This is an optimization exercise on Yosys and OpenROAD, whose aim is small area and a short achievable clock period, not a production implementation. RTL that was checked went through simulation tests only; none was proved equivalent to the original. The RTL of runs 1 and 2 was laid out without a check of its function. Power figures rest on the tool's default switching activity, not on a simulated workload.

==> design/flow/config.mk <==
export PLATFORM = sky130hd
export DESIGN_NAME = CPU
export DESIGN_NICKNAME = CPU
export VERILOG_FILES = /design/flow/design.v
export SDC_FILE = /design/flow/constraint.sdc
export NUM_CORES = 4
export LEC_CHECK = 0
export CAP_MARGIN = 20
export CORE_MARGIN = 2
export CORE_UTILIZATION = 40
export SETUP_SLACK_MARGIN = 2.0
export SLEW_MARGIN = 20
==> design/flow/constraint.sdc <==
create_clock -name core_clock -period 4.5 [get_ports {clk}]
set_input_delay 0.9000 -clock core_clock [delete_from_list [all_inputs] [get_ports {clk}]]
set_output_delay 0.9000 -clock core_clock [all_outputs]
set_load 0.01 [all_outputs]
==> design/flow/design.v <==
module ks_add #(parameter W = 8) (
    input  [W-1:0] a,
    input  [W-1:0] b,
    input          cin,
    output [W-1:0] s,
    output         cout
);
    localparam L = $clog2(W);
    wire [W-1:0] p0;
    wire [W-1:0] gg [0:L];
    wire [W-1:0] pp [0:L];
    genvar i, l;
    for (i = 0; i < W; i = i + 1) begin : g_in
        assign p0[i] = a[i] ? ~b[i] : b[i];
        if (i == 0) begin : g_c
            assign gg[0][i] = p0[i] ? cin : a[i];
        end else begin : g_n
            assign gg[0][i] = a[i] & b[i];
        end
        assign pp[0][i] = p0[i];
    end
    for (l = 0; l < L; l = l + 1) begin : g_lv
        for (i = 0; i < W; i = i + 1) begin : g_b
            if (i >= (1 << l)) begin : g_m
                assign gg[l+1][i] = pp[l][i] ? gg[l][i - (1 << l)] : gg[l][i];
                assign pp[l+1][i] = pp[l][i] & pp[l][i - (1 << l)];
            end else begin : g_p
                assign gg[l+1][i] = gg[l][i];
                assign pp[l+1][i] = pp[l][i];
            end
        end
    end
    for (i = 0; i < W; i = i + 1) begin : g_s
        if (i == 0) begin : g_s0
            assign s[i] = p0[i] ? ~cin : cin;
        end else begin : g_sn
            assign s[i] = p0[i] ? ~gg[L][i-1] : gg[L][i-1];
        end
    end
    assign cout = gg[L][W-1];
endmodule
module CPU(
    clk,
    rst_n,
    in_valid,
    instruction,
    out_valid,
    instruction_fail,
    out_0,
    out_1,
    out_2,
    out_3,
    out_4,
    out_5
);
input clk;
input rst_n;
input in_valid;
input [31:0] instruction;
output logic out_valid, instruction_fail;
output logic [15:0] out_0, out_1, out_2, out_3, out_4, out_5;
function automatic [5:0] regsel(input [4:0] c);
    regsel[0] =  c[0] & ~c[1];
    regsel[1] = ~c[0] &  c[1];
    regsel[2] = ~c[4];
    regsel[3] =  c[2] & ~c[3];
    regsel[4] =  c[2] &  c[3];
    regsel[5] =  c[4] & ~c[0] & ~c[1] & ~c[2];
endfunction
wire [5:0] opc = instruction[31:26];
wire [5:0] fn  = instruction[5:0];
wire is_r    = (opc == 6'b000000);
wire is_addi = (opc == 6'b001000);
wire f_add   = is_r & (fn == 6'b100000);
wire f_mult  = is_r & (fn == 6'b011000);
wire f_sll   = is_r & (fn == 6'b000000);
wire f_sra   = is_r & (fn == 6'b000010);
wire f_relu  = is_r & (fn == 6'b110001);
wire f_lrelu = is_r & (fn == 6'b110010);
wire supported = is_addi | f_add | f_mult | f_sll | f_sra | f_relu | f_lrelu;
wire [5:0] sa = regsel(instruction[25:21]);
wire [5:0] sb = regsel(instruction[20:16]);
wire [15:0] rs_v = ({16{sa[0]}} & out_0) | ({16{sa[1]}} & out_1) | ({16{sa[2]}} & out_2) |
                   ({16{sa[3]}} & out_3) | ({16{sa[4]}} & out_4) | ({16{sa[5]}} & out_5);
wire [15:0] rt_v = ({16{sb[0]}} & out_0) | ({16{sb[1]}} & out_1) | ({16{sb[2]}} & out_2) |
                   ({16{sb[3]}} & out_3) | ({16{sb[4]}} & out_4) | ({16{sb[5]}} & out_5);
wire [4:0] dcode = is_addi ? instruction[20:16] : instruction[15:11];
logic [15:0] a0, b0;
logic [4:0]  sh0;
logic        add0, mul0, lrelu0, relu0, sll0, sra0;
logic [2:0]  d0;
logic        v0, f0;
always_ff @(posedge clk) begin
    a0 <= is_addi ? instruction[15:0] : rt_v;
    b0 <= rs_v;
    sh0 <= instruction[10:6];
    add0 <= is_addi | f_add;
    mul0 <= f_mult;
    lrelu0 <= f_lrelu;
    relu0 <= f_relu;
    sll0 <= f_sll;
    sra0 <= f_sra;
    d0 <= {dcode[3], dcode[1], dcode[0]};
end
always_ff @(posedge clk or negedge rst_n) begin
    if (!rst_n) begin
        v0 <= 1'b0;
        f0 <= 1'b0;
    end else begin
        v0 <= in_valid;
        f0 <= in_valid & ~supported;
    end
end
wire m1_d = mul0 | (lrelu0 & a0[15]);
wire [18:0] a0x = {{3{a0[15]}}, a0};
wire [18:0] tri_a;                       
ks_add #(.W(19)) u_tri (.a(a0x), .b({a0x[17:0], 1'b0}), .cin(1'b0), .s(tri_a), .cout());
wire [15:0] neg_a;                       
ks_add #(.W(16)) u_neg (.a(~a0), .b(16'd0), .cin(1'b1), .s(neg_a), .cout());
wire [15:0] shl = (sh0[4]) ? 16'd0 : (a0 << sh0[3:0]);
function automatic [4:0] booth8(input [3:0] g);
    logic [2:0] c;
    c = g[2:0] ^ {3{g[3]}};
    booth8[0] = ~c[2] & (c[1] ^ c[0]);
    booth8[1] = (~c[2] & c[1] & c[0]) | (c[2] & ~c[1] & ~c[0]);
    booth8[2] = c[2] & (c[1] ^ c[0]);
    booth8[3] = c[2] & c[1] & c[0];
    booth8[4] = g[3] & (c[2] | c[1] | c[0]);
endfunction
wire [16:0] bx = {b0, 1'b0};
wire [24:0] gm = {booth8(bx[15:12]), booth8(bx[12:9]), booth8(bx[9:6]),
                  booth8(bx[6:3]), booth8(bx[3:0])};
wire [3:0] sk = sh0[4] ? 4'd15 : sh0[3:0];    
wire [24:0] sd;
assign sd[0] = (sk == 4'd15);
assign sd[1] = (sk == 4'd14);
assign sd[2] = 1'b0;
assign sd[3] = (sk == 4'd13);
assign sd[4] = 1'b0;
assign sd[5] = (sk == 4'd12);
assign sd[6] = (sk == 4'd11);
assign sd[7] = 1'b0;
assign sd[8] = (sk == 4'd10);
assign sd[9] = 1'b0;
assign sd[10] = (sk == 4'd9);
assign sd[11] = (sk == 4'd8);
assign sd[12] = 1'b0;
assign sd[13] = (sk == 4'd7);
assign sd[14] = 1'b0;
assign sd[15] = (sk == 4'd6);
assign sd[16] = (sk == 4'd5);
assign sd[17] = 1'b0;
assign sd[18] = (sk == 4'd4);
assign sd[19] = 1'b0;
assign sd[20] = (sk == 4'd3);
assign sd[21] = (sk == 4'd2);
assign sd[22] = 1'b0;
assign sd[23] = (sk == 4'd1);
assign sd[24] = 1'b0;
wire [24:0] ad = 25'd1 << 22;
wire [15:0] r5_d = m1_d ? ((b0[15] & ~b0[14]) ? neg_a : (~b0[15] & b0[14]) ? a0 : 16'd0) :
                   add0 ? b0 :
                   sra0 ? ((sk == 4'd0) ? a0 : 16'd0) :
                   sll0 ? shl :
                   (relu0 & a0[15]) ? 16'd0 : a0;
logic [15:0] a1, r5;
logic [18:0] t1;
logic [24:0] dg1;
logic [2:0]  d1;
logic        v1, f1;
always_ff @(posedge clk) begin
    a1 <= a0;
    t1 <= m1_d ? tri_a : {a0, 3'b000};
    r5 <= r5_d;
    dg1 <= m1_d ? gm : sra0 ? sd : add0 ? ad : 25'd0;
    d1 <= d0;
end
always_ff @(posedge clk or negedge rst_n) begin
    if (!rst_n) begin
        v1 <= 1'b0;
        f1 <= 1'b0;
    end else begin
        v1 <= v0;
        f1 <= f0;
    end
end
wire [18:0] m1x = {{3{a1[15]}}, a1};
wire [18:0] m2x = {{2{a1[15]}}, a1, 1'b0};
wire [18:0] m3x = t1;
wire [18:0] m4x = {a1[15], a1, 2'b0};
function automatic [18:0] ppsel(input [4:0] g, input [18:0] x1, input [18:0] x2,
                                input [18:0] x3, input [18:0] x4);
    ppsel = ({19{g[0]}} & x1) | ({19{g[1]}} & x2) | ({19{g[2]}} & x3) | ({19{g[3]}} & x4);
    ppsel = ppsel ^ {19{g[4]}};
endfunction
wire [18:0] pp0 = ppsel(dg1[4:0],   m1x, m2x, m3x, m4x);
wire [18:0] pp1 = ppsel(dg1[9:5],   m1x, m2x, m3x, m4x);
wire [18:0] pp2 = ppsel(dg1[14:10], m1x, m2x, m3x, m4x);
wire [18:0] pp3 = ppsel(dg1[19:15], m1x, m2x, m3x, m4x);
wire [18:0] pp4 = ppsel(dg1[24:20], m1x, m2x, m3x, m4x);
wire [4:0]  ng  = {dg1[24], dg1[19], dg1[14], dg1[9], dg1[4]};
wire [30:0] tx, ty;
wire ts1, tc2, ts3, tc4, ts5, tc6, ts7, tc8, tp9, ts10, tc11, ts12, tc13, tp14, ts15, tc16, ts17, tc18, tp19, ts20, tc21, ts22, tc23, tp24, ts25, tc26, tp27, ts28, tc29, tp30, ts31, tc32, tp33, ts34, tc35, tp36, ts37, tc38, tp39, ts40, tc41, tp42, ts43, tc44, tp45, ts46, tc47, tp48, ts49, tc50, tp51, ts52, tc53, tp54, ts55, tc56, tp57, ts58, tc59, tp60, ts61, tc62, tp63, ts64, tc65, tp66, ts67, tc68, ts69, tc70, tp71, ts72, tc73, ts74, tc75, tp76, ts77, tc78, ts79, tc80, ts81, tc82, ts83, tc84, ts85, tc86, ts87, tc88, tp89, ts90, tc91, tp92, ts93, tc94, tp95, ts96, tc97, tp98, ts99, tc100, tp101, ts102, tc103, tp104, ts105, tc106, tp107, ts108, tc109, tp110, ts111, tc112, tp113, ts114, tc115, tp116, ts117, tc118, tp119, ts120, tc121, tp122, ts123, tc124, tp125, ts126, tc127, tp128, ts129, tc130, tp131, ts132, tc133, tp134, ts135, tc136, tp137, ts138, tc139, tp140, ts141, tc142, tp143, ts144, tc145, ts146, tc147, ts148, tc149, ts150, tc151, ts152, tc153, ts154, tc155, ts156, tc157, tp158, ts159, tc160, tp161, ts162, tc163, tp164, ts165, tc166, tp167, ts168, tc169, tp170, ts171, tc172, tp173, ts174, tc175, tp176, ts177, tc178, tp179, ts180, tc181, tp182, ts183, tc184, tp185, ts186, tc187, tp188, ts189, tc190, tp191, ts192, tc193, tp194, ts195, tc196, tp197, ts198, tc199, tp200, ts201, tc202, tp203, ts204, tc205, tp206, ts207, tc208, tp209, ts210, tc211, tp212, ts213, tc214, tp215, ts216, tc217, tp218, ts219, tc220, tp221, ts222, tc223, tp224, ts225, tc226, tp227, ts228, tc229, tp230;
assign ts1 = pp0[9] ? ~pp1[6] : pp1[6];
assign tc2 = pp0[9] & pp1[6];
assign ts3 = pp0[10] ? ~pp1[7] : pp1[7];
assign tc4 = pp0[10] & pp1[7];
assign ts5 = pp0[11] ? ~pp1[8] : pp1[8];
assign tc6 = pp0[11] & pp1[8];
assign tp9 = pp0[12] ? ~pp1[9] : pp1[9];
assign ts7 = tp9 ? ~pp2[6] : pp2[6];
assign tc8 = tp9 ? pp2[6] : pp0[12];
assign ts10 = pp3[3] ? ~pp4[0] : pp4[0];
assign tc11 = pp3[3] & pp4[0];
assign tp14 = pp0[13] ? ~pp1[10] : pp1[10];
assign ts12 = tp14 ? ~pp2[7] : pp2[7];
assign tc13 = tp14 ? pp2[7] : pp0[13];
assign ts15 = pp3[4] ? ~pp4[1] : pp4[1];
assign tc16 = pp3[4] & pp4[1];
assign tp19 = pp0[14] ? ~pp1[11] : pp1[11];
assign ts17 = tp19 ? ~pp2[8] : pp2[8];
assign tc18 = tp19 ? pp2[8] : pp0[14];
assign ts20 = pp3[5] ? ~pp4[2] : pp4[2];
assign tc21 = pp3[5] & pp4[2];
assign tp24 = pp0[15] ? ~pp1[12] : pp1[12];
assign ts22 = tp24 ? ~pp2[9] : pp2[9];
assign tc23 = tp24 ? pp2[9] : pp0[15];
assign tp27 = pp3[6] ? ~pp4[3] : pp4[3];
assign ts25 = tp27 ? ~r5[0] : r5[0];
assign tc26 = tp27 ? r5[0] : pp3[6];
assign tp30 = pp0[16] ? ~pp1[13] : pp1[13];
assign ts28 = tp30 ? ~pp2[10] : pp2[10];
assign tc29 = tp30 ? pp2[10] : pp0[16];
assign tp33 = pp3[7] ? ~pp4[4] : pp4[4];
assign ts31 = tp33 ? ~r5[1] : r5[1];
assign tc32 = tp33 ? r5[1] : pp3[7];
assign tp36 = pp0[17] ? ~pp1[14] : pp1[14];
assign ts34 = tp36 ? ~pp2[11] : pp2[11];
assign tc35 = tp36 ? pp2[11] : pp0[17];
assign tp39 = pp3[8] ? ~pp4[5] : pp4[5];
assign ts37 = tp39 ? ~r5[2] : r5[2];
assign tc38 = tp39 ? r5[2] : pp3[8];
assign tp42 = pp0[18] ? ~pp1[15] : pp1[15];
assign ts40 = tp42 ? ~pp2[12] : pp2[12];
assign tc41 = tp42 ? pp2[12] : pp0[18];
assign tp45 = pp3[9] ? ~pp4[6] : pp4[6];
assign ts43 = tp45 ? ~r5[3] : r5[3];
assign tc44 = tp45 ? r5[3] : pp3[9];
assign tp48 = pp0[18] ? ~pp1[16] : pp1[16];
assign ts46 = tp48 ? ~pp2[13] : pp2[13];
assign tc47 = tp48 ? pp2[13] : pp0[18];
assign tp51 = pp3[10] ? ~pp4[7] : pp4[7];
assign ts49 = tp51 ? ~r5[4] : r5[4];
assign tc50 = tp51 ? r5[4] : pp3[10];
assign tp54 = pp0[18] ? ~pp1[17] : pp1[17];
assign ts52 = tp54 ? ~pp2[14] : pp2[14];
assign tc53 = tp54 ? pp2[14] : pp0[18];
assign tp57 = pp3[11] ? ~pp4[8] : pp4[8];
assign ts55 = tp57 ? ~r5[5] : r5[5];
assign tc56 = tp57 ? r5[5] : pp3[11];
assign tp60 = ~pp0[18] ? ~~pp1[18] : ~pp1[18];
assign ts58 = tp60 ? ~pp2[15] : pp2[15];
assign tc59 = tp60 ? pp2[15] : ~pp0[18];
assign tp63 = pp3[12] ? ~pp4[9] : pp4[9];
assign ts61 = tp63 ? ~r5[6] : r5[6];
assign tc62 = tp63 ? r5[6] : pp3[12];
assign tp66 = pp2[16] ? ~pp3[13] : pp3[13];
assign ts64 = tp66 ? ~pp4[10] : pp4[10];
assign tc65 = tp66 ? pp4[10] : pp2[16];
assign ts67 = r5[7] ? ~1'b1 : 1'b1;
assign tc68 = r5[7] & 1'b1;
assign tp71 = pp2[17] ? ~pp3[14] : pp3[14];
assign ts69 = tp71 ? ~pp4[11] : pp4[11];
assign tc70 = tp71 ? pp4[11] : pp2[17];
assign ts72 = r5[8] ? ~1'b1 : 1'b1;
assign tc73 = r5[8] & 1'b1;
assign tp76 = ~pp2[18] ? ~pp3[15] : pp3[15];
assign ts74 = tp76 ? ~pp4[12] : pp4[12];
assign tc75 = tp76 ? pp4[12] : ~pp2[18];
assign ts77 = pp3[16] ? ~pp4[13] : pp4[13];
assign tc78 = pp3[16] & pp4[13];
assign ts79 = pp3[17] ? ~pp4[14] : pp4[14];
assign tc80 = pp3[17] & pp4[14];
assign ts81 = pp0[6] ? ~pp1[3] : pp1[3];
assign tc82 = pp0[6] & pp1[3];
assign ts83 = pp0[7] ? ~pp1[4] : pp1[4];
assign tc84 = pp0[7] & pp1[4];
assign ts85 = pp0[8] ? ~pp1[5] : pp1[5];
assign tc86 = pp0[8] & pp1[5];
assign tp89 = pp2[3] ? ~pp3[0] : pp3[0];
assign ts87 = tp89 ? ~ng[3] : ng[3];
assign tc88 = tp89 ? ng[3] : pp2[3];
assign tp92 = pp2[4] ? ~pp3[1] : pp3[1];
assign ts90 = tp92 ? ~tc2 : tc2;
assign tc91 = tp92 ? tc2 : pp2[4];
assign tp95 = pp2[5] ? ~pp3[2] : pp3[2];
assign ts93 = tp95 ? ~tc4 : tc4;
assign tc94 = tp95 ? tc4 : pp2[5];
assign tp98 = ng[4] ? ~tc6 : tc6;
assign ts96 = tp98 ? ~ts7 : ts7;
assign tc97 = tp98 ? ts7 : ng[4];
assign tp101 = tc8 ? ~tc11 : tc11;
assign ts99 = tp101 ? ~ts12 : ts12;
assign tc100 = tp101 ? ts12 : tc8;
assign tp104 = tc13 ? ~tc16 : tc16;
assign ts102 = tp104 ? ~ts17 : ts17;
assign tc103 = tp104 ? ts17 : tc13;
assign tp107 = tc18 ? ~tc21 : tc21;
assign ts105 = tp107 ? ~ts22 : ts22;
assign tc106 = tp107 ? ts22 : tc18;
assign tp110 = tc23 ? ~tc26 : tc26;
assign ts108 = tp110 ? ~ts28 : ts28;
assign tc109 = tp110 ? ts28 : tc23;
assign tp113 = tc29 ? ~tc32 : tc32;
assign ts111 = tp113 ? ~ts34 : ts34;
assign tc112 = tp113 ? ts34 : tc29;
assign tp116 = tc35 ? ~tc38 : tc38;
assign ts114 = tp116 ? ~ts40 : ts40;
assign tc115 = tp116 ? ts40 : tc35;
assign tp119 = tc41 ? ~tc44 : tc44;
assign ts117 = tp119 ? ~ts46 : ts46;
assign tc118 = tp119 ? ts46 : tc41;
assign tp122 = tc47 ? ~tc50 : tc50;
assign ts120 = tp122 ? ~ts52 : ts52;
assign tc121 = tp122 ? ts52 : tc47;
assign tp125 = tc53 ? ~tc56 : tc56;
assign ts123 = tp125 ? ~ts58 : ts58;
assign tc124 = tp125 ? ts58 : tc53;
assign tp128 = tc59 ? ~tc62 : tc62;
assign ts126 = tp128 ? ~ts64 : ts64;
assign tc127 = tp128 ? ts64 : tc59;
assign tp131 = tc65 ? ~tc68 : tc68;
assign ts129 = tp131 ? ~ts69 : ts69;
assign tc130 = tp131 ? ts69 : tc65;
assign tp134 = r5[9] ? ~tc70 : tc70;
assign ts132 = tp134 ? ~tc73 : tc73;
assign tc133 = tp134 ? tc73 : r5[9];
assign tp137 = r5[10] ? ~1'b1 : 1'b1;
assign ts135 = tp137 ? ~tc75 : tc75;
assign tc136 = tp137 ? tc75 : r5[10];
assign tp140 = r5[11] ? ~1'b1 : 1'b1;
assign ts138 = tp140 ? ~tc78 : tc78;
assign tc139 = tp140 ? tc78 : r5[11];
assign tp143 = ~pp3[18] ? ~pp4[15] : pp4[15];
assign ts141 = tp143 ? ~r5[12] : r5[12];
assign tc142 = tp143 ? r5[12] : ~pp3[18];
assign ts144 = pp4[16] ? ~r5[13] : r5[13];
assign tc145 = pp4[16] & r5[13];
assign ts146 = pp4[17] ? ~r5[14] : r5[14];
assign tc147 = pp4[17] & r5[14];
assign ts148 = pp4[18] ? ~r5[15] : r5[15];
assign tc149 = pp4[18] & r5[15];
assign ts150 = pp0[3] ? ~pp1[0] : pp1[0];
assign tc151 = pp0[3] & pp1[0];
assign ts152 = pp0[4] ? ~pp1[1] : pp1[1];
assign tc153 = pp0[4] & pp1[1];
assign ts154 = pp0[5] ? ~pp1[2] : pp1[2];
assign tc155 = pp0[5] & pp1[2];
assign tp158 = pp2[0] ? ~ng[2] : ng[2];
assign ts156 = tp158 ? ~ts81 : ts81;
assign tc157 = tp158 ? ts81 : pp2[0];
assign tp161 = pp2[1] ? ~tc82 : tc82;
assign ts159 = tp161 ? ~ts83 : ts83;
assign tc160 = tp161 ? ts83 : pp2[1];
assign tp164 = pp2[2] ? ~tc84 : tc84;
assign ts162 = tp164 ? ~ts85 : ts85;
assign tc163 = tp164 ? ts85 : pp2[2];
assign tp167 = ts1 ? ~tc86 : tc86;
assign ts165 = tp167 ? ~ts87 : ts87;
assign tc166 = tp167 ? ts87 : ts1;
assign tp170 = ts3 ? ~tc88 : tc88;
assign ts168 = tp170 ? ~ts90 : ts90;
assign tc169 = tp170 ? ts90 : ts3;
assign tp173 = ts5 ? ~tc91 : tc91;
assign ts171 = tp173 ? ~ts93 : ts93;
assign tc172 = tp173 ? ts93 : ts5;
assign tp176 = ts10 ? ~tc94 : tc94;
assign ts174 = tp176 ? ~ts96 : ts96;
assign tc175 = tp176 ? ts96 : ts10;
assign tp179 = ts15 ? ~tc97 : tc97;
assign ts177 = tp179 ? ~ts99 : ts99;
assign tc178 = tp179 ? ts99 : ts15;
assign tp182 = ts20 ? ~tc100 : tc100;
assign ts180 = tp182 ? ~ts102 : ts102;
assign tc181 = tp182 ? ts102 : ts20;
assign tp185 = ts25 ? ~tc103 : tc103;
assign ts183 = tp185 ? ~ts105 : ts105;
assign tc184 = tp185 ? ts105 : ts25;
assign tp188 = ts31 ? ~tc106 : tc106;
assign ts186 = tp188 ? ~ts108 : ts108;
assign tc187 = tp188 ? ts108 : ts31;
assign tp191 = ts37 ? ~tc109 : tc109;
assign ts189 = tp191 ? ~ts111 : ts111;
assign tc190 = tp191 ? ts111 : ts37;
assign tp194 = ts43 ? ~tc112 : tc112;
assign ts192 = tp194 ? ~ts114 : ts114;
assign tc193 = tp194 ? ts114 : ts43;
assign tp197 = ts49 ? ~tc115 : tc115;
assign ts195 = tp197 ? ~ts117 : ts117;
assign tc196 = tp197 ? ts117 : ts49;
assign tp200 = ts55 ? ~tc118 : tc118;
assign ts198 = tp200 ? ~ts120 : ts120;
assign tc199 = tp200 ? ts120 : ts55;
assign tp203 = ts61 ? ~tc121 : tc121;
assign ts201 = tp203 ? ~ts123 : ts123;
assign tc202 = tp203 ? ts123 : ts61;
assign tp206 = ts67 ? ~tc124 : tc124;
assign ts204 = tp206 ? ~ts126 : ts126;
assign tc205 = tp206 ? ts126 : ts67;
assign tp209 = ts72 ? ~tc127 : tc127;
assign ts207 = tp209 ? ~ts129 : ts129;
assign tc208 = tp209 ? ts129 : ts72;
assign tp212 = ts74 ? ~tc130 : tc130;
assign ts210 = tp212 ? ~ts132 : ts132;
assign tc211 = tp212 ? ts132 : ts74;
assign tp215 = ts77 ? ~tc133 : tc133;
assign ts213 = tp215 ? ~ts135 : ts135;
assign tc214 = tp215 ? ts135 : ts77;
assign tp218 = ts79 ? ~tc136 : tc136;
assign ts216 = tp218 ? ~ts138 : ts138;
assign tc217 = tp218 ? ts138 : ts79;
assign tp221 = tc80 ? ~tc139 : tc139;
assign ts219 = tp221 ? ~ts141 : ts141;
assign tc220 = tp221 ? ts141 : tc80;
assign tp224 = 1'b1 ? ~tc142 : tc142;
assign ts222 = tp224 ? ~ts144 : ts144;
assign tc223 = tp224 ? ts144 : 1'b1;
assign tp227 = 1'b1 ? ~tc145 : tc145;
assign ts225 = tp227 ? ~ts146 : ts146;
assign tc226 = tp227 ? ts146 : 1'b1;
assign tp230 = 1'b1 ? ~tc147 : tc147;
assign ts228 = tp230 ? ~ts148 : ts148;
assign tc229 = tp230 ? ts148 : 1'b1;
assign tx[0] = pp0[0];
assign ty[0] = ng[0];
assign tx[1] = pp0[1];
assign ty[1] = 1'b0;
assign tx[2] = pp0[2];
assign ty[2] = 1'b0;
assign tx[3] = ng[1];
assign ty[3] = ts150;
assign tx[4] = tc151;
assign ty[4] = ts152;
assign tx[5] = tc153;
assign ty[5] = ts154;
assign tx[6] = tc155;
assign ty[6] = ts156;
assign tx[7] = tc157;
assign ty[7] = ts159;
assign tx[8] = tc160;
assign ty[8] = ts162;
assign tx[9] = tc163;
assign ty[9] = ts165;
assign tx[10] = tc166;
assign ty[10] = ts168;
assign tx[11] = tc169;
assign ty[11] = ts171;
assign tx[12] = tc172;
assign ty[12] = ts174;
assign tx[13] = tc175;
assign ty[13] = ts177;
assign tx[14] = tc178;
assign ty[14] = ts180;
assign tx[15] = tc181;
assign ty[15] = ts183;
assign tx[16] = tc184;
assign ty[16] = ts186;
assign tx[17] = tc187;
assign ty[17] = ts189;
assign tx[18] = tc190;
assign ty[18] = ts192;
assign tx[19] = tc193;
assign ty[19] = ts195;
assign tx[20] = tc196;
assign ty[20] = ts198;
assign tx[21] = tc199;
assign ty[21] = ts201;
assign tx[22] = tc202;
assign ty[22] = ts204;
assign tx[23] = tc205;
assign ty[23] = ts207;
assign tx[24] = tc208;
assign ty[24] = ts210;
assign tx[25] = tc211;
assign ty[25] = ts213;
assign tx[26] = tc214;
assign ty[26] = ts216;
assign tx[27] = tc217;
assign ty[27] = ts219;
assign tx[28] = tc220;
assign ty[28] = ts222;
assign tx[29] = tc223;
assign ty[29] = ts225;
assign tx[30] = tc226;
assign ty[30] = ts228;
wire c9;
ks_add #(.W(9)) u_lo (.a(tx[8:0]), .b(ty[8:0]), .cin(1'b0), .s(), .cout(c9));
logic [21:0] x2, y2;
logic        c2;
logic [2:0]  d2;
logic        v2, f2;
always_ff @(posedge clk) begin
    x2 <= tx[30:9];
    y2 <= ty[30:9];
    c2 <= c9;
    d2 <= d1;
end
always_ff @(posedge clk or negedge rst_n) begin
    if (!rst_n) begin
        v2 <= 1'b0;
        f2 <= 1'b0;
    end else begin
        v2 <= v1;
        f2 <= f1;
    end
end
wire [21:0] sum3;
ks_add #(.W(22)) u_fin (.a(x2), .b(y2), .cin(c2), .s(sum3), .cout());
wire [15:0] wb = sum3[21:6];
wire [15:0] wd = v2 ? wb : 16'd0;
wire [5:0] we;
assign we[0] = ~v2 | (~f2 & ~d2[2] & ~d2[1] &  d2[0]);
assign we[1] = ~v2 | (~f2 & ~d2[2] &  d2[1] & ~d2[0]);
assign we[2] = ~v2 | (~f2 &  d2[2] & ~d2[1]);
assign we[3] = ~v2 | (~f2 & ~d2[2] &  d2[1] &  d2[0]);
assign we[4] = ~v2 | (~f2 &  d2[2] &  d2[1]);
assign we[5] = ~v2 | (~f2 & ~d2[2] & ~d2[1] & ~d2[0]);
always_ff @(posedge clk or negedge rst_n) begin
    if (!rst_n) begin
        out_valid <= 1'b0;
        instruction_fail <= 1'b0;
        out_0 <= 16'd0;
        out_1 <= 16'd0;
        out_2 <= 16'd0;
        out_3 <= 16'd0;
        out_4 <= 16'd0;
        out_5 <= 16'd0;
    end else begin
        out_valid <= v2;
        instruction_fail <= v2 & f2;
        if (we[0]) out_0 <= wd;
        if (we[1]) out_1 <= wd;
        if (we[2]) out_2 <= wd;
        if (we[3]) out_3 <= wd;
        if (we[4]) out_4 <= wd;
        if (we[5]) out_5 <= wd;
    end
end
endmodule
==> design/flow/run.sh <==
#!/bin/bash
# synth_recipe.tcl (not shown) runs the flow's synth.tcl, then flattens the netlist and writes it again
# the make line also repeats each setting of config.mk as NAME=value (left out here)
make -C /OpenROAD-flow-scripts/flow DESIGN_CONFIG=/design/flow/config.mk WORK_HOME=/design/flow/orfs CLKGATE_MAP_FILE= SYNTH_SCRIPT=/design/flow/synth_recipe.tcl finish
==> implementation parameters, run 1 <==
Parameter                              Value

Die
  Number of cell rows    slightly below 80
  Height of the die    around 220 um
  Area of the core    0.0451 mm2
  Die Footprint    between 0.04 and 0.05 mm2
  Effective utilization at floorplan    about two fifths
  I/O pin total    ~130
  Die width    roughly 220 um

Route
  Mean routed wirelength per cell    22.9 um
  Number of vias after detailed routing    16500
  Detailed Route Iter0 Violations    roughly 1800
  Pre-Repair DR Iteration Count    8
  Antenna Nets Post-Route    0
  Total wire length    roughly 63000 um
  Ratio of routed vias to standard cells    around 6
  Remaining DRCs    0

CTS
  TritonCTS Sinks    276
  Number of buffers created by CTS    30
  Number of levels in the clock H-tree    1
  Clock tree from TritonCTS    done
  Clock-pin slew reported for the worst setup and hold paths after clock tree synthesis    60 ps
  Clock insertion delay at the later pin of the skew report    approximately 570 ps
  Cell at the root of the clock tree    sky130_fd_sc_hd__clkbuf_16
  CTS Hold Buffers Added    0
  Largest buffer count on any clock path    3

Synth
  Number of nets produced by synthesis    roughly 2200
  Mapped Cells    about 2000
  Flip-flop cell with the highest count after synthesis    sky130_fd_sc_hd__dfxtp_1
  Post-synthesis cell type with the largest combined area    sky130_fd_sc_hd__dfxtp_1
  Synth top area share    between 10% and 20%
  Netlist cell types    slightly below 80
  Netlist area before placement    about 0.018 mm2
  Share of synthesized flip-flops with an asynchronous set or reset    between 30% and 40%
  Sequential fraction of the synthesis area    roughly a third
  Most area-consuming cells after synthesis    sky130_fd_sc_hd__dfxtp_1 (19%), sky130_fd_sc_hd__dfrtp_1 (14%), sky130_fd_sc_hd__xnor2_1 (9.4%)
  Register bit total from synthesis    276
  Yosys synthesis warning count    5
  Synthesized area per cell    8.89 um2
  Number of synthesized flops with an enable pin    0

Cells and area
  Total Nets Final    approximately 2200
  Register area    around 0.0062 mm2
  Multi-input gate area    about 0.012 mm2
  Commonest non-fill, non-tap cells in the layout    sky130_fd_sc_hd__nand2_1 (254), sky130_fd_sc_hd__xnor2_1 (180), sky130_fd_sc_hd__clkdlybuf4s50_1 (120)
  Leading cell type in the layout, fill and taps excluded    sky130_fd_sc_hd__nand2_1
  Antenna Diode Count    0
  Area added between synthesis and finish    24.3%
  Fraction of layout instances using a drive strength above 1    around a fifth
  Layout filler cell count    4149

Timing
  Setup-failing EPs final    0
  Relative slew slack    25.8%
  Final worst path period share    56.1%
  Fin Clk Skew    between 10 and 15 ps
  Post-Route Setup TNS    0 ps
  F_max    ~0.40 GHz
  Worst slew pin tran    between 1000 and 1500 ps
  Post-route setup slack    approximately 2000 ps
  Setup repair after global routing missed its margin    yes
  Final critical delay including setup and external delays    roughly 2500 ps
  Hold violation count in the final report    0
  Max Slew Vio Count    0

Setup path
  Data required time at the worst endpoint    between 4000 and 5000 ps
  Reg2Reg Depth    8
  Max Fanout on Critical Path    8
  Arr. time, crit path    2970 ps
  Category of the critical setup timing path    flop to flop
  Worst setup EP type    flop
  Crit path launch type    flop

GRT
  Maximum number of pins on one net before global-route repair    ~80
  Overflow left after global routing    0
  Initial antenna violation count    1
  Vias in the first global route    15500
  Global-route wire length before repair    ~95000 um
  Aggregate global-route resource usage    ~26%

Min path
  Depth of the worst hold-timing path    0
  Class of the tightest hold or removal check    flop to flop

Job
  Maximum capacitance violations    0

Run status
  Outcome  timing/DRC/antenna clean

Pwr
  Worst supply voltage drop on vdd    between 0.0004 and 0.0005 V
  Leakage    8.95 nW
  Power density over cell area    522 mW/mm2

Placement
  HPWL after detailed placement    between 40000 and 50000 um
  Global placer's final weighted congestion    slightly above 0.9
  Worst setup timing slack at the placement stage    approximately 1400 ps
  Port Buf Inserts    132
[power by group]
part           switching, mW  internal, mW
Combinational           2.59          2.33
Sequential              1.17          3.08
Clock                   1.00          1.60
[through the flow]
stage / area, um2 / hold WS (ps) / utilization, % / power (mW) / cells
floorplan: 18200 / 310 / - / 6.33 / 2042
global placement: 19800 / 312 / 43.8 / 8.05 / 2640
detailed placement: 19800 / 312 / 43.8 / 8.11 / 2640
CTS: 21600 / 316 / 47.8 / 11.2 / 2718
global route: 22600 / 331 / 50.1 / 12.3 / 2756
finish: 22600 / 323 / 50.1 / 11.8 / 2756
[path summary, 6_finish.rpt]
| path | startpoint | end | slack [ps] |
|---|---|---|---|
| hold reg to reg | d0[0] | d1[0] | 320 |
| min in group asynchronous | rst_n | out_4[1] | 340 |
| max in group asynchronous | rst_n | out_4[8] | 3200 |
| setup / recovery | dg1[3] | x2[11] | 1980 |
| setup reg to reg | dg1[3] | x2[11] | 1980 |
| hold / removal | d0[0] | d1[0] | 320 |
[state kept, by name, indices dropped and copies added, names as in the netlist, 3 cells and up]
signal and cells:
dg1 25, x2 22, y2 22, t1 19
a0 16, b0 16, out_0 16, out_1 16
out_2 16, out_3 16, out_4 16, out_5 16
r5 16, a1 15, sh0 5, d0 3
d1 3, d2 3
[what timing repair did]
action                                  CTS  global route
cloned                                    0             0
gates resized for setup                 161           144
endpoints found under the hold margin     0             0
pin swaps                                24            43
setup buffers                            22            37
endpoints found under the setup margin  167           139
[kinds of logic (layout without fill, tap and decap cells)]
logic type	count (synthesis)	count (layout)	synth area share, %
compound gates	554	554	22.4
simple gates	541	541	13.3
flops	276	276	33.3
xor+xnor	263	263	12.9
buf+inv	209	323	4.93
fa+ha+maj	119	119	7.74
mux	80	80	5.33
[cells in the mapped netlist, drive strengths merged, types with 8 or more instances]
library cell  instances
a211oi               10
a21oi                82
a221oi               67
a222oi               36
a22o                 57
a22oi                70
a31oi                30
and2                 12
and3                 11
buf                  61
clkbuf              101
dfrtp               104
dfxtp               172
ha                   73
inv                  45
maj3                 45
mux2                 53
mux2i                19
mux4                  8
nand2               255
nand2b               16
nand3                35
nor2                116
nor2b                33
nor3                 18
o21ai               102
o22ai                19
o31ai                32
or3                  11
xnor2               197
xor2                 64
[layer usage]
| metal | track usage (%) | vias to the layer above | part of all wire, % |
|---|---|---|---|
| met3 | 3.77 | 144 | 7.0 |
| met4 | 9.11 | 0 | 3.8 |
| li1 | - | 7573 | - |
| met5 | 0 | - | 0 |
| met1 | 35.8 | 8078 | 44 |
| met2 | 40.6 | 733 | 46 |
[critical path, stage by stage, from the launching register on]
cell and delay [ps]:
sky130_fd_sc_hd__dfxtp_4 370, sky130_fd_sc_hd__buf_4 150, sky130_fd_sc_hd__or3_4 370, sky130_fd_sc_hd__o21ai_4 270, sky130_fd_sc_hd__xor2_4 150, sky130_fd_sc_hd__or3_1 420, sky130_fd_sc_hd__o21ai_2 70, sky130_fd_sc_hd__xor3_1 280
sky130_fd_sc_hd__maj3_2 310
[layout make-up]
class	instances	area share [%]
clock inverter	10	0.698
inverter	47	0.832
clock buffer	46	4.00
timing repair buffer	220	9.07
multi-input combinational	1557	54.5
tap	600	3.33
sequential	276	27.5
==> inputs of run 2 (changes only) <==
--- a/design/flow/config.mk
+++ b/design/flow/config.mk
@@ -8,5 +8,5 @@
 export CAP_MARGIN = 20
 export CORE_MARGIN = 2
 export CORE_UTILIZATION = 40
-export SETUP_SLACK_MARGIN = 2.0
+export SETUP_SLACK_MARGIN = 2.6
 export SLEW_MARGIN = 20
==> run 2 against run 1 <==
Non-clock buffer count rose by 270. Synthesized cell count did not move. Final area rose by 18%. Fmax rose by 2.9%. Flip-flop and latch count did not move. Routed wire length rose by 15%. Via count rose by 11%. Critical path depth did not move. Sequential share of layout area fell by 3.9 points. Power rose by 12%. Largest cell class unchanged.
==> implementation parameters, run 2 <==
Parameter                              Value

Route
  Total wire length    ~72000 um
  Remaining DRCs    0
  Ratio of routed vias to standard cells    roughly 6.0
  Detailed Route Iter0 Violations    2429
  Pre-Repair DR Iteration Count    9
  Mean routed wirelength per cell    about 24 um
  Number of vias after detailed routing    approximately 18000
  Antenna Nets Post-Route    0

Synth
  Leading cell types by count after synthesis    sky130_fd_sc_hd__nand2_1 (255), sky130_fd_sc_hd__xnor2_1 (195), sky130_fd_sc_hd__dfxtp_1 (172), sky130_fd_sc_hd__nor2_1 (116), sky130_fd_sc_hd__dfrtp_1 (104)
  Most area-consuming cells after synthesis    sky130_fd_sc_hd__dfxtp_1 (19%), sky130_fd_sc_hd__dfrtp_1 (14%), sky130_fd_sc_hd__xnor2_1 (9.4%)
  Combinational family with the most area after synthesis    compound AO/OA/AOI/OAI gates
  Mapped Cells    between 2000 and 2500
  Netlist cell types    between 70 and 80
  Fraction of the mapped netlist area in adder cells    about 7.7%
  Number of nets produced by synthesis    2151
  Sequential fraction of the synthesis area    around a third
  Flip-flop cell with the highest count after synthesis    sky130_fd_sc_hd__dfxtp_1
  Share of the synthesized area in compound gates (AO/OA/AOI/OAI)    approximately 22%
  Share of synthesized flip-flops with an asynchronous set or reset    37.7%
  Netlist area before placement    roughly 0.018 mm2
  Post-synthesis cell type with the largest combined area    sky130_fd_sc_hd__dfxtp_1
  Number of synthesized flops with an enable pin    0
  Synthesized area per cell    around 9 um2
  Xor and xnor fraction of the mapped netlist area    12.9%
  Synth top area share    a little under a fifth
  Register bit total from synthesis    about 280
  Mux cell area share after synthesis    under 10%
  Simple-gate share of the synthesized area    a little over an eighth
  Yosys synthesis warning count    5
  Most numerous cell in the Yosys netlist    sky130_fd_sc_hd__nand2_1

Pwr
  Leakage    around 11 nW
  Worst supply voltage drop on vdd    0.000504 V
  Power density over cell area    494 mW/mm2

Die
  Die width    approximately 220 um
  Height of the die    217 um
  I/O pin total    133
  Effective utilization at floorplan    between 40 and 50%
  Area of the core    roughly 0.045 mm2
  Die Footprint    about 0.047 mm2
  Number of cell rows    slightly below 80

Cells and area
  Number of flip-flops in the largest register    25
  Most flops, register    dg1
  Commonest non-fill, non-tap cells in the layout    sky130_fd_sc_hd__buf_4 (275), sky130_fd_sc_hd__nand2_1 (233), sky130_fd_sc_hd__xnor2_1 (137)
  Top Registers    dg1: 25 flops, x2: 22 flops, y2: 22 flops
  Total Nets Final    2513
  Antenna Diode Count    0
  Fraction of layout instances using a drive strength above 1    a little under half
  Leading cell type in the layout, fill and taps excluded    sky130_fd_sc_hd__buf_4
  Layout filler cell count    between 3000 and 4000
  Area added between synthesis and finish    46.9%

Placement
  Global placer's final weighted congestion    about 0.94
  HPWL after detailed placement    between 40000 and 50000 um
  Port Buf Inserts    about 130

Timing
  Fin Clk Skew    around 16 ps
  Relative slew slack    31.4%
  Hold violation count in the final report    0
  Post-Route Setup TNS    0 ps
  Max Slew Vio Count    0
  Setup-failing EPs final    0
  Worst slew pin tran    1030 ps
  Setup repair after global routing missed its margin    yes
  Final worst path period share    approximately 54%
  Final hold slack    around 270 ps
  Final critical delay including setup and external delays    about 2500 ps
  F_max    ~0.41 GHz

CTS
  Clock tree from TritonCTS    done
  TritonCTS Sinks    about 280
  Number of buffers created by CTS    31
  Largest buffer count on any clock path    3
  CTS Hold Buffers Added    0
  Number of levels in the clock H-tree    1
  Clock insertion delay at the later pin of the skew report    roughly 600 ps
  Clock-pin slew reported for the worst setup and hold paths after clock tree synthesis    60 ps
  Cell at the root of the clock tree    sky130_fd_sc_hd__clkbuf_16

Min path
  Class of the tightest hold or removal check    primary input to async pin

GRT
  Overflow left after global routing    0
  Initial antenna violation count    0
  Global-route wire length before repair    between 100000 and 150000 um
  Maximum number of pins on one net before global-route repair    45
  Aggregate global-route resource usage    around 29%
  Vias in the first global route    17500

Setup path
  Crit-path max cell delay    370 ps
  Data required time at the worst endpoint    approximately 5000 ps
  Arr. time, crit path    2940 ps
  CP max-delay cell    sky130_fd_sc_hd__dfxtp_4
  Crit path launch type    flop
  Max Fanout on Critical Path    6
  Worst setup EP type    flop
  Category of the critical setup timing path    flop to flop
  Cell occurring most often along the worst timing path    sky130_fd_sc_hd__maj3_2
  Series of cell instances along the critical path    buf_4 -> or3_4 -> buf_6 -> a22oi_2 -> xnor2_2 -> maj3_2 -> maj3_2 -> maj3_2

Run status
  Outcome  timing/DRC/antenna clean

Job
  Maximum capacitance violations    0
## run 2: worst max-delay path: cells and delay by family, from the launching register on
family / cells / cell delay (ps)
DFF: 1 / 370
and+or+nand+nor: 1 / 360
buffers and inverters: 2 / 290
AOI/OAI and AO/OA: 1 / 220
xor gates and xnor gates: 1 / 100
adders and majority gates: 3 / 990
## run 2: cell type report
| type | count | area (um2) | share of cell area, % |
|---|---|---|---|
| clock inverters | 12 | 114 | 0.427 |
| clock buffers | 45 | 940 | 3.52 |
| repair buffers | 490 | 4170 | 15.6 |
| multi-input cells | 1558 | 14200 | 53.2 |
| inverters | 47 | 201 | 0.755 |
| well taps | 600 | 751 | 2.81 |
| flip-flops and latches | 276 | 6310 | 23.6 |
## run 2: path summary, 6_finish.rpt
kind / from / endpoint / slack (ps) / cells after the start
setup / recovery: dg1[3] / x2[11] / 2050 / 8
setup reg to reg: dg1[3] / x2[11] / 2050 / 8
max in group asynchronous: rst_n / out_3[11] / 3210 / 2
hold reg to reg: d1[2] / d2[2] / 320 / 0
min in group core_clock: d1[2] / d2[2] / 320 / 0
hold / removal: rst_n / out_3[1] / 270 / 1
## run 2: where the power goes
group / internal [mW] / switching, mW / total [mW]
Sequential: 3.10 / 1.11 / 4.21
Clock: 1.51 / 1.13 / 2.64
Combinational: 3.04 / 3.28 / 6.32
Total: 7.65 / 5.52 / 13.2
## run 2: kinds of logic (layout without fill, tap and decap cells)
group,after synthesis,count (layout)
AOI/OAI and AO/OA,554,555
and+or+nand+nor,541,541
DFF,276,276
xor gates and xnor gates,263,263
buffers and inverters,209,594
adders and majority gates,119,119
muxes,80,80
## run 2: layer usage
metal  vias to the layer above  GRT usage (%)  wire length (um)
met3                       219           5.13              6600
met2                       996           47.8             33900
met4                         0           10.8              2990
met1                      8937           38.2             29000
li1                       8139              -                 -
met5                         -              0                 0
## run 2: timing repair
action / in CTS / in global routing
buffers inserted: 255 / 78
pin swaps: 201 / 186
endpoints found under the hold margin: 0 / 0
gates cloned: 2 / 1
resized for setup: 893 / 258
endpoints found under the setup margin: 331 / 301
## run 2: stage by stage
stage	instance area [um2]	instances	total power, mW	setup slack, ps	util (%)
floorplan	19000	2042	6.60	2100	-
global placement	20200	2635	8.25	1320	44.9
detailed placement	20200	2635	8.29	1220	44.9
CTS	24900	2949	12.2	2040	55.2
global route	26700	3028	13.7	1900	59.2
finish	26700	3028	13.2	2050	59.2
==> inputs of run 3 (changes only) <==
--- a/design/flow/design.v
+++ b/design/flow/design.v
@@ -1,11 +1,10 @@
-module ks_add #(parameter W = 8) (
+module ks_add #(parameter W = 8, parameter L = 3) (   
     input  [W-1:0] a,
     input  [W-1:0] b,
     input          cin,
     output [W-1:0] s,
     output         cout
 );
-    localparam L = $clog2(W);
     wire [W-1:0] p0;
     wire [W-1:0] gg [0:L];
     wire [W-1:0] pp [0:L];
@@ -114,9 +113,9 @@
 wire m1_d = mul0 | (lrelu0 & a0[15]);
 wire [18:0] a0x = {{3{a0[15]}}, a0};
 wire [18:0] tri_a;                       
-ks_add #(.W(19)) u_tri (.a(a0x), .b({a0x[17:0], 1'b0}), .cin(1'b0), .s(tri_a), .cout());
+ks_add #(.W(19), .L(5)) u_tri (.a(a0x), .b({a0x[17:0], 1'b0}), .cin(1'b0), .s(tri_a), .cout());
 wire [15:0] neg_a;                       
-ks_add #(.W(16)) u_neg (.a(~a0), .b(16'd0), .cin(1'b1), .s(neg_a), .cout());
+ks_add #(.W(16), .L(4)) u_neg (.a(~a0), .b(16'd0), .cin(1'b1), .s(neg_a), .cout());
 wire [15:0] shl = (sh0[4]) ? 16'd0 : (a0 << sh0[3:0]);
 function automatic [4:0] booth8(input [3:0] g);
     logic [2:0] c;
@@ -494,7 +493,7 @@
 assign tx[30] = tc226;
 assign ty[30] = ts228;
 wire c9;
-ks_add #(.W(9)) u_lo (.a(tx[8:0]), .b(ty[8:0]), .cin(1'b0), .s(), .cout(c9));
+ks_add #(.W(9), .L(4)) u_lo (.a(tx[8:0]), .b(ty[8:0]), .cin(1'b0), .s(), .cout(c9));
 logic [21:0] x2, y2;
 logic        c2;
 logic [2:0]  d2;
@@ -515,7 +514,7 @@
     end
 end
 wire [21:0] sum3;
-ks_add #(.W(22)) u_fin (.a(x2), .b(y2), .cin(c2), .s(sum3), .cout());
+ks_add #(.W(22), .L(5)) u_fin (.a(x2), .b(y2), .cin(c2), .s(sum3), .cout());
 wire [15:0] wb = sum3[21:6];
 wire [15:0] wd = v2 ? wb : 16'd0;
 wire [5:0] we;
--- a/design/flow/config.mk
+++ b/design/flow/config.mk
@@ -7,6 +7,7 @@
 export LEC_CHECK = 0
 export CAP_MARGIN = 20
 export CORE_MARGIN = 2
-export CORE_UTILIZATION = 40
-export SETUP_SLACK_MARGIN = 2.6
+export CORE_UTILIZATION = 45
+export CTS_BUF_LIST = sky130_fd_sc_hd__clkbuf_4 sky130_fd_sc_hd__clkbuf_8
+export SETUP_SLACK_MARGIN = 2.0
 export SLEW_MARGIN = 20
==> run 3 against run 2 <==
Still clean on timing, DRC and antenna. Flip-flop and latch count unchanged. Non-clock buffer count down 253. Count of clock-buffer cells in the layout up 32. Worst hold slack better by 59 ps. Fmax down 3.2%. Core utilization down 3.0 points. Register-to-register slack worse by 80 ps. Combinational power down 25%. Final area down 16%.
==> implementation parameters, run 3 <==
Parameter                              Value

Run status
  Outcome  timing/DRC/antenna clean

Timing
  Hold violation count in the final report    0
  Setup repair after global routing missed its margin    yes
  Max Slew Vio Count    0
  Fin Clk Skew    about 47 ps
  Setup-failing EPs final    0
  Final worst path period share    a little under three fifths
  Post-Route Setup TNS    0 ps
  Final critical delay including setup and external delays    ~2500 ps
  Relative slew slack    around 28%
  Worst slew pin tran    about 1100 ps
  F_max    0.395 GHz

Cells and area
  Total Nets Final    2278
  Commonest non-fill, non-tap cells in the layout    sky130_fd_sc_hd__nand2_1 (255), sky130_fd_sc_hd__xnor2_1 (180), sky130_fd_sc_hd__dfxtp_1 (120)
  Final core occ    a little under three fifths
  Most flops, register    dg1
  Fraction of layout instances using a drive strength above 1    between 20% and 30%
  Layout filler cell count    roughly 3600
  Area added between synthesis and finish    23.3%
  Number of flip-flops in the largest register    25
  Top Registers    dg1: 25 flops, x2: 22 flops, y2: 22 flops
  Antenna Diode Count    0
  Leading cell type in the layout, fill and taps excluded    sky130_fd_sc_hd__nand2_1

Min path
  Class of the tightest hold or removal check    flop to flop
  Depth of the worst hold-timing path    0
  Hold path start    d1[2]
  Endpoint of the worst hold path    d2[2]

CTS
  CTS Hold Buffers Added    0
  Clock-pin slew reported for the worst setup and hold paths after clock tree synthesis    60 ps
  Number of levels in the clock H-tree    2
  Clock insertion delay at the later pin of the skew report    between 600 and 700 ps
  TritonCTS Sinks    276
  Largest buffer count on any clock path    3
  Clock tree from TritonCTS    done
  Number of buffers created by CTS    50
  Cell at the root of the clock tree    sky130_fd_sc_hd__clkbuf_8

Setup path
  Arr. time, crit path    a little over 3000 ps
  Data required time at the worst endpoint    ~5000 ps
  Series of cell instances along the critical path    a22o_1 -> a221oi_2 -> xnor2_1 -> ha_1 -> ha_4 -> nor2b_1 -> a41oi_1 -> a211o_1 -> a31oi_1 -> mux2i_1 -> a21oi_2
  Endpoint of the most critical register-to-register path    c2
  Category of the critical setup timing path    flop to flop
  CP max-delay cell    sky130_fd_sc_hd__dfxtp_1
  Worst setup EP type    flop
  R2R setup slack    1970 ps
  Crit-path max cell delay    roughly 400 ps
  Worst path bufs/invs    0
  Reg2Reg Depth    11
  Reg-to-reg critical path startpoint    t1[3]
  Crit path launch type    flop
  Cell type group with the largest total delay on the critical path    compound AO/OA/AOI/OAI gates
  Max Fanout on Critical Path    5

Pwr
  Total power    between 10 and 15 mW
  Leakage    9.38 nW
  Power density over cell area    around 520 mW/mm2
  Worst supply voltage drop on vdd    0.000335 V

Placement
  HPWL after detailed placement    ~46000 um
  Port Buf Inserts    ~130
  Global placer's final weighted congestion    about 0.95

GRT
  Global-route met3 utilization    under 10%
  Most utilized layer in the global route result    met2
  Met1 layer usage reported by global route    42.5%
  GR met2 Demand/Resource    around 46%
  Vias in the first global route    about 16000
  Overflow left after global routing    0
  Aggregate global-route resource usage    between 30 and 40%
  Maximum number of pins on one net before global-route repair    61
  Global-route wire length before repair    a little under 100000 um
  Initial antenna violation count    3

Synth
  Sequential fraction of the synthesis area    roughly a third
  Leading cell types by count after synthesis    sky130_fd_sc_hd__nand2_1 (255), sky130_fd_sc_hd__xnor2_1 (195), sky130_fd_sc_hd__dfxtp_1 (172), sky130_fd_sc_hd__nor2_1 (116), sky130_fd_sc_hd__dfrtp_1 (104)
  Most numerous cell in the Yosys netlist    sky130_fd_sc_hd__nand2_1
  Most area-consuming cells after synthesis    sky130_fd_sc_hd__dfxtp_1 (19%), sky130_fd_sc_hd__dfrtp_1 (14%), sky130_fd_sc_hd__xnor2_1 (9.4%)
  Post-synthesis cell type with the largest combined area    sky130_fd_sc_hd__dfxtp_1
  Share of synthesized flip-flops with an asynchronous set or reset    between 30% and 40%
  Synth top area share    roughly a fifth
  Netlist cell types    79
  Mapped Cells    2042
  Register bit total from synthesis    around 280
  Synthesized area per cell    between 8 and 9 um2
  Yosys synthesis warning count    5
  Flip-flop cell with the highest count after synthesis    sky130_fd_sc_hd__dfxtp_1
  Number of synthesized flops with an enable pin    0
  Netlist area before placement    between 0.015 and 0.02 mm2
  Number of nets produced by synthesis    2151

Die
  Number of cell rows    between 70 and 80
  Area of the core    ~0.040 mm2
  Die Footprint    roughly 0.042 mm2
  I/O pin total    about 130
  Height of the die    a little over 200 um
  Effective utilization at floorplan    a little under half
  Die width    205 um

Route
  Number of vias after detailed routing    around 17000
  Detailed Route Iter0 Violations    ~1700
  Remaining DRCs    0
  Total wire length    64700 um
  Pre-Repair DR Iteration Count    7
  Ratio of routed vias to standard cells    6.13
  Antenna Nets Post-Route    0
  Mean routed wirelength per cell    23.7 um

Job
  Maximum capacitance violations    0
[run 3: worst max-delay path by stage]
stage	startpoint	end	slack, ps	cells past startpoint
after detailed placement	y2[1]	out_4[13]	1340	9
after global routing	dg1[3]	c2	1840	11
after floorplan	dg1[2]	c2	1980	13
after global placement	instruction[19]	a0[0]	1380	4
after CTS	dg1[14]	x2[12]	1940	6
final	t1[3]	c2	1970	11
[run 3: cells by family (layout without fill, tap and decap cells)]
logic type / Yosys count / in the layout / share of synthesized area [%]
DFF: 276 / 276 / 33.3
and+or+nand+nor: 541 / 541 / 13.3
xor gates and xnor gates: 263 / 263 / 12.9
buffers and inverters: 209 / 376 / 4.93
AOI/OAI and AO/OA: 554 / 554 / 22.4
adders and majority gates: 119 / 119 / 7.74
muxes: 80 / 80 / 5.33
[run 3: per-stage QoR]
stage	instances	area [um2]	setup WS (ps)	hold slack, ps
after floorplan	2042	18200	1980	310
after detailed placement	2568	19700	1340	313
after global placement	2568	19700	1380	310
final	2734	22400	1970	327
after global routing	2734	22400	1840	330
after CTS	2716	21700	1940	328
[run 3: final cells by class]
type,instances,area [um2],share of cell area (%)
Sequential cell,276,6230,27.8
Timing Repair Buffer,237,2030,9.07
Multi-Input combinational cell,1557,12100,54.0
Inverter,47,179,0.799
Clock buffer,77,978,4.37
Clock inverter,15,224,1.00
Tap cell,525,657,2.93
[run 3: what timing repair did]
action | 4_1_cts | 5_1_grt
pin swaps | 33 | 29
setup buffers | 56 | 18
resized for setup | 253 | 109
endpoints found under the hold margin | 0 | 0
endpoints found under the setup margin | 231 | 122
[run 3: routing by layer]
metal	routed length [um]	vias to the layer above	share of wire (%)
met4	2290	6	3.5
met1	27700	8042	43
li1	-	7661	-
met2	28500	886	44
met5	39	-	0.060
met3	6180	171	9.6
[run 3: power breakdown]
part / total [mW] / switching [mW] / internal [mW]
Sequential: 4.18 / 1.10 / 3.08
Combinational: 4.73 / 2.58 / 2.16
Clock: 2.82 / 1.13 / 1.69
Total: 11.7 / 4.81 / 6.92
==> inputs of run 4 (changes only) <==
--- a/design/flow/config.mk
+++ b/design/flow/config.mk
@@ -7,7 +7,6 @@
 export LEC_CHECK = 0
 export CAP_MARGIN = 20
 export CORE_MARGIN = 2
-export CORE_UTILIZATION = 45
-export CTS_BUF_LIST = sky130_fd_sc_hd__clkbuf_4 sky130_fd_sc_hd__clkbuf_8
+export CORE_UTILIZATION = 65
 export SETUP_SLACK_MARGIN = 2.0
 export SLEW_MARGIN = 20
==> run 4 against run 3 <==
Fmax shrank 7.3%. Routed wire length decreased by 2.6%. Die area shrank 30%. Cell count fell by 7.8%. Clock skew down 25 ps.
==> implementation parameters, run 4 <==
Parameter                              Value

Synth
  Yosys synthesis warning count    5
  Netlist cell types    slightly below 80
  Most numerous cell in the Yosys netlist    sky130_fd_sc_hd__nand2_1
  Post-synthesis cell type with the largest combined area    sky130_fd_sc_hd__dfxtp_1
  Number of nets produced by synthesis    between 2000 and 2500
  Mapped Cells    slightly above 2000
  Sequential fraction of the synthesis area    roughly 33%
  Register bit total from synthesis    ~280
  Flip-flop cell with the highest count after synthesis    sky130_fd_sc_hd__dfxtp_1
  Leading cell types by count after synthesis    sky130_fd_sc_hd__nand2_1 (255), sky130_fd_sc_hd__xnor2_1 (195), sky130_fd_sc_hd__dfxtp_1 (172), sky130_fd_sc_hd__nor2_1 (116), sky130_fd_sc_hd__dfrtp_1 (104)
  Synth top area share    19.0%
  Netlist area before placement    between 0.015 and 0.02 mm2
  Most area-consuming cells after synthesis    sky130_fd_sc_hd__dfxtp_1 (19%), sky130_fd_sc_hd__dfrtp_1 (14%), sky130_fd_sc_hd__xnor2_1 (9.4%)
  Number of synthesized flops with an enable pin    0
  Share of synthesized flip-flops with an asynchronous set or reset    around 38%
  Synthesized area per cell    8.89 um2

GRT
  Global-route wire length before repair    roughly 92000 um
  Overflow left after global routing    0
  Initial antenna violation count    0
  Aggregate global-route resource usage    approximately 40%
  Maximum number of pins on one net before global-route repair    79
  Vias in the first global route    approximately 16000

CTS
  Number of buffers created by CTS    29
  Largest buffer count on any clock path    3
  Number of levels in the clock H-tree    1
  Cell at the root of the clock tree    sky130_fd_sc_hd__clkbuf_16
  CTS Hold Buffers Added    0
  Clock tree from TritonCTS    done
  Clock-pin slew reported for the worst setup and hold paths after clock tree synthesis    around 60 ps
  Clock insertion delay at the later pin of the skew report    570 ps
  TritonCTS Sinks    276

Die
  Die width    between 150 and 200 um
  I/O pin total    between 100 and 150
  Number of cell rows    61
  Area of the core    between 0.02 and 0.03 mm2
  Die Footprint    approximately 0.03 mm2
  Height of the die    171 um
  Effective utilization at floorplan    65.7%

Cells and area
  Fraction of layout instances using a drive strength above 1    about 22%
  Commonest non-fill, non-tap cells in the layout    sky130_fd_sc_hd__nand2_1 (254), sky130_fd_sc_hd__xnor2_1 (176), sky130_fd_sc_hd__clkdlybuf4s50_1 (127)
  Total Nets Final    about 2200
  Top Registers    dg1: 25 flops, x2: 22 flops, y2: 22 flops
  Leading cell type in the layout, fill and taps excluded    sky130_fd_sc_hd__nand2_1
  Antenna Diode Count    0
  Final Instance Count excl. Fillers    between 2000 and 3000
  Area added between synthesis and finish    22.0%
  Number of flip-flops in the largest register    25
  Most flops, register    dg1
  Layout filler cell count    between 1500 and 2000

Setup path
  Worst setup EP type    flop
  Data required time at the worst endpoint    a little under 5000 ps
  Reg2Reg Depth    9
  R2R setup slack    1770 ps
  Arr. time, crit path    approximately 3200 ps
  Endpoint of the most critical register-to-register path    x2[12]
  Category of the critical setup timing path    flop to flop
  Max Fanout on Critical Path    8
  Crit path launch type    flop
  Reg-to-reg critical path startpoint    dg1[3]

Pwr
  Leakage    between 8 and 9 nW
  Worst supply voltage drop on vdd    about 0.00046 V
  Power density over cell area    between 500 and 600 mW/mm2
  Total power    roughly 12 mW

Min path
  Endpoint of the worst hold path    d2[0]
  Hold path start    d1[0]
  Class of the tightest hold or removal check    flop to flop
  Depth of the worst hold-timing path    0

Placement
  Global placer's final weighted congestion    a little under 1
  Port Buf Inserts    132
  HPWL after detailed placement    ~43000 um
  Inst Count DP    2416

Timing
  Setup repair after global routing missed its margin    yes
  Relative slew slack    a little under a quarter
  Fin Clk Skew    between 20 and 25 ps
  Final worst path period share    ~61%
  Hold violation count in the final report    0
  Post-Route Setup TNS    0 ps
  Setup-failing EPs final    0
  Final critical delay including setup and external delays    2730 ps
  Worst slew pin tran    ~1100 ps
  Max Slew Vio Count    0
  F_max    about 0.37 GHz

Route
  Pre-Repair DR Iteration Count    10
  Number of vias after detailed routing    around 17000
  Mean routed wirelength per cell    between 20 and 25 um
  Remaining DRCs    0
  Total wire length    about 63000 um
  Antenna Nets Post-Route    0
  Detailed Route Iter0 Violations    approximately 2800
  Ratio of routed vias to standard cells    about 6.9

Run status
  Outcome  timing/DRC/antenna clean

Job
  Maximum capacitance violations    0
==> run 4: per-layer routing <==
layer	wire length (um)	GRT usage [%]
met5	0	0
met2	27700	62.1
met4	3000	14.7
met3	8260	11.9
met1	24000	55.9
==> run 4: worst max path at each step <==
stage,from,to,slack (ps),cells after the start
5_1_grt,dg1[3],x2[12],1780,9
2_1_floorplan,dg1[2],c2,1980,13
3_3_place_gp,instruction[27],d0[2],1420,5
4_1_cts,y2[4],out_2[13],1890,11
6_report,dg1[3],x2[12],1770,9
3_5_place_dp,instruction[27],d0[2],1370,5
==> run 4: final cells by class <==
| cell class | count | area, um2 | share of cell area (%) |
|---|---|---|---|
| clock inverters | 15 | 185 | 0.836 |
| well taps | 378 | 473 | 2.14 |
| inverters | 47 | 185 | 0.836 |
| flip-flops and latches | 276 | 6220 | 28.1 |
| repair buffers | 208 | 1930 | 8.71 |
| clock buffers | 39 | 877 | 3.96 |
| multi-input cells | 1557 | 12300 | 55.4 |
==> run 4: worst max-delay path, stage by stage (launching register included) <==
cell and delay [ps]:
sky130_fd_sc_hd__dfxtp_4 360, sky130_fd_sc_hd__buf_4 140, sky130_fd_sc_hd__buf_8 130, sky130_fd_sc_hd__or3_4 400
sky130_fd_sc_hd__o21ai_4 230, sky130_fd_sc_hd__xor2_4 130, sky130_fd_sc_hd__buf_6 160, sky130_fd_sc_hd__nor4_1 630
sky130_fd_sc_hd__a221oi_4 90, sky130_fd_sc_hd__maj3_2 340
==> run 4: power by group <==
group          total [mW]  internal [mW]  switching, mW
registers            4.36           3.08           1.28
logic                4.62           2.17           2.45
clock network        2.61           1.56           1.05
total                11.6           6.80           4.79
==> run 4: kinds of logic (layout without fill, tap and decap cells) <==
group,count (synthesis),in the layout,synth area share (%)
XOR/XNOR,263,263,12.9
multiplexers,80,80,5.33
AO/OA/AOI/OAI,554,554,22.4
flip-flops,276,276,33.3
adder cells (fa/ha/maj),119,119,7.74
buffers and inverters,209,309,4.93
AND/OR/NAND/NOR,541,541,13.3
==> run 4: timing repair <==
action                     in CTS  in global routing
pin swaps                      22                 47
setup buffers                  26                 24
resized for setup             138                172
setup endpoints to repair     136                143
==> run 4: metrics by stage <==
step	worst slack [ps]	utilization, %	hold slack [ps]	area, um2
after CTS	1890	76.8	334	21200
after global placement	1420	70.4	314	19500
final	1770	80.2	333	22100
after floorplan	1980	-	310	18200
after global routing	1780	80.2	345	22100
after detailed placement	1370	70.4	314	19500
==> inputs of run 5 (changes only) <==
--- a/design/flow/config.mk
+++ b/design/flow/config.mk
@@ -8,5 +8,5 @@
 export CAP_MARGIN = 20
 export CORE_MARGIN = 2
 export CORE_UTILIZATION = 65
-export SETUP_SLACK_MARGIN = 2.0
+export SETUP_SLACK_MARGIN = 2.3
 export SLEW_MARGIN = 20
==> run 5 against run 4 <==
Synthesized area is the same. Synthesized cell count is the same. The run now fails in global routing.
==> implementation parameters, run 5 <==
Parameter                              Value

Run status
  Outcome    did not finish
  Stopping stage    global routing
  Stop Error    [ERROR GRT-0232] Routing congestion too high. Check the congestion heatmap in the GUI.

Placement
  Global placer's final weighted congestion    around 1
  HPWL after detailed placement    43900 um
  Port Buf Inserts    approximately 130

Die
  Die width    around 170 um
  Height of the die    between 150 and 200 um
  Effective utilization at floorplan    65.7%
  Number of cell rows    between 60 and 70
  I/O pin total    between 100 and 150

Synth
  Number of nets produced by synthesis    ~2200
  Fraction of the mapped netlist area in adder cells    roughly 7.7%
  Synth top area share    between 10% and 20%
  Leading cell types by count after synthesis    sky130_fd_sc_hd__nand2_1 (255), sky130_fd_sc_hd__xnor2_1 (195), sky130_fd_sc_hd__dfxtp_1 (172), sky130_fd_sc_hd__nor2_1 (116), sky130_fd_sc_hd__dfrtp_1 (104)
  Share of synthesized flip-flops with an asynchronous set or reset    roughly 38%
  Mapped Cells    a little over 2000
  Post-synthesis cell type with the largest combined area    sky130_fd_sc_hd__dfxtp_1
  Flip-flop cell with the highest count after synthesis    sky130_fd_sc_hd__dfxtp_1
  Netlist cell types    79
  Number of synthesized flops with an enable pin    0
  Sequential fraction of the synthesis area    33.3%
  Simple-gate share of the synthesized area    between 10% and 20%
  Netlist area before placement    ~0.018 mm2
  Share of the synthesized area in compound gates (AO/OA/AOI/OAI)    ~22%
  Yosys synthesis warning count    5
  Xor and xnor fraction of the mapped netlist area    between 10 and 15%
  Most numerous cell in the Yosys netlist    sky130_fd_sc_hd__nand2_1
  Synthesized area per cell    between 8 and 9 um2
  Mux cell area share after synthesis    under 10%
  Register bit total from synthesis    about 280
  Combinational family with the most area after synthesis    compound AO/OA/AOI/OAI gates
  Most area-consuming cells after synthesis    sky130_fd_sc_hd__dfxtp_1 (19%), sky130_fd_sc_hd__dfrtp_1 (14%), sky130_fd_sc_hd__xnor2_1 (9.4%)

Timing
  Kind of endpoint with the least setup slack    register data pin
  Worst endpoint left by the global-route repair_timing run    c2$_DFF_P_/D

GRT
  Overflow left after global routing    around 110
  Initial antenna violation count    10
  Maximum number of pins on one net before global-route repair    74
  Aggregate global-route resource usage    81.0%

CTS
  TritonCTS Sinks    ~280
  Largest buffer count on any clock path    3
  Cell at the root of the clock tree    sky130_fd_sc_hd__clkbuf_16
  Number of buffers created by CTS    29
  Number of levels in the clock H-tree    1
==> run 5: cells by family after synthesis <==
kind of cell	count (synthesis)
AOI/OAI and AO/OA	554
xor gates and xnor gates	263
adders and majority gates	119
buffers and inverters	209
DFF	276
muxes	80
and+or+nand+nor	541
==> run 5: power groups by stage <==
stage | Sequential, mW | Combinational [mW] | Clock [mW]
after floorplan | 3.63 | 2.81 | 0
after global placement | 4.27 | 3.74 | 0
after detailed placement | 4.26 | 3.83 | 0
after CTS | 4.18 | 5.18 | 2.42
==> run 5: routing by layer <==
metal,GRT overflow,track usage [%]
met2,45,91.8
met5,3,56.3
met3,18,71.9
met1,6,80.3
met4,42,79.4
==> run 5: worst min-delay path by stage <==
| stage | startpoint | to | slack (ps) | depth (start not counted) |
|---|---|---|---|---|
| 4_1_cts | d1[2] | d2[2] | 330 | 0 |
| 2_1_floorplan | d0[0] | d1[0] | 310 | 0 |
| 3_3_place_gp | d1[2] | d2[2] | 310 | 0 |
| 3_5_place_dp | d1[0] | d2[0] | 310 | 0 |
==> run 5: repair_timing <==
action,in CTS
cloned,1
hold buffers,0
endpoints found under the setup margin,279
setup buffers,161
pin swaps,131
gates resized for setup,479
==> run 5: metrics by stage <==
stage	instance area, um2	hold WS [ps]	instances	worst slack (ps)	utilization [%]
2_1_floorplan	18400	310	2042	2100	-
3_3_place_gp	19600	310	2411	1290	70.8
3_5_place_dp	19600	314	2411	1290	70.8
4_1_cts	23100	328	2627	1950	83.6

[what the ideal ports hide]
No port has a modelled driver above. Below, the same layouts with a new extraction and two added sets of constraints.
Step 1: set_driving_cell puts a clkbuf_16 on clk and a buf_2 on each other input, an assumption about the parent block.
Step 2 adds t to the input delays and takes it off the output delays; t is the mean of the earliest and latest rising clock arrival at the registers after step 1. Input paths then give back, and output paths get back, about the clock's delay inside the block.
Slacks: ideal ports / drivers / drivers and shift; pairs: ideal ports / drivers.
| run | shift t [ns] | setup WS [ns] | hold WS [ns] | worst slew at a driven data input, ns |
|---|---|---|---|---|
| run 1 | 0.619 | 1.975 / 1.966 / 1.538 | 0.323 / 0.323 / 0.323 | 0.05 |
| run 2 | 0.661 | 2.048 / 2.048 / 1.999 | 0.268 / 0.235 / 0.324 | 0.07 |
| run 3 | 0.673 | 1.966 / 1.966 / 1.491 | 0.327 / 0.315 / 0.327 | 0.05 |
| run 4 | 0.611 | 1.765 / 1.765 / 1.625 | 0.333 / 0.333 / 0.333 | 0.06 |
After both steps setup and hold are still met in every run listed. For run 3, which loses most, drivers alone change the setup slack by 0.000 ns; drivers and shift together by -0.475 ns.
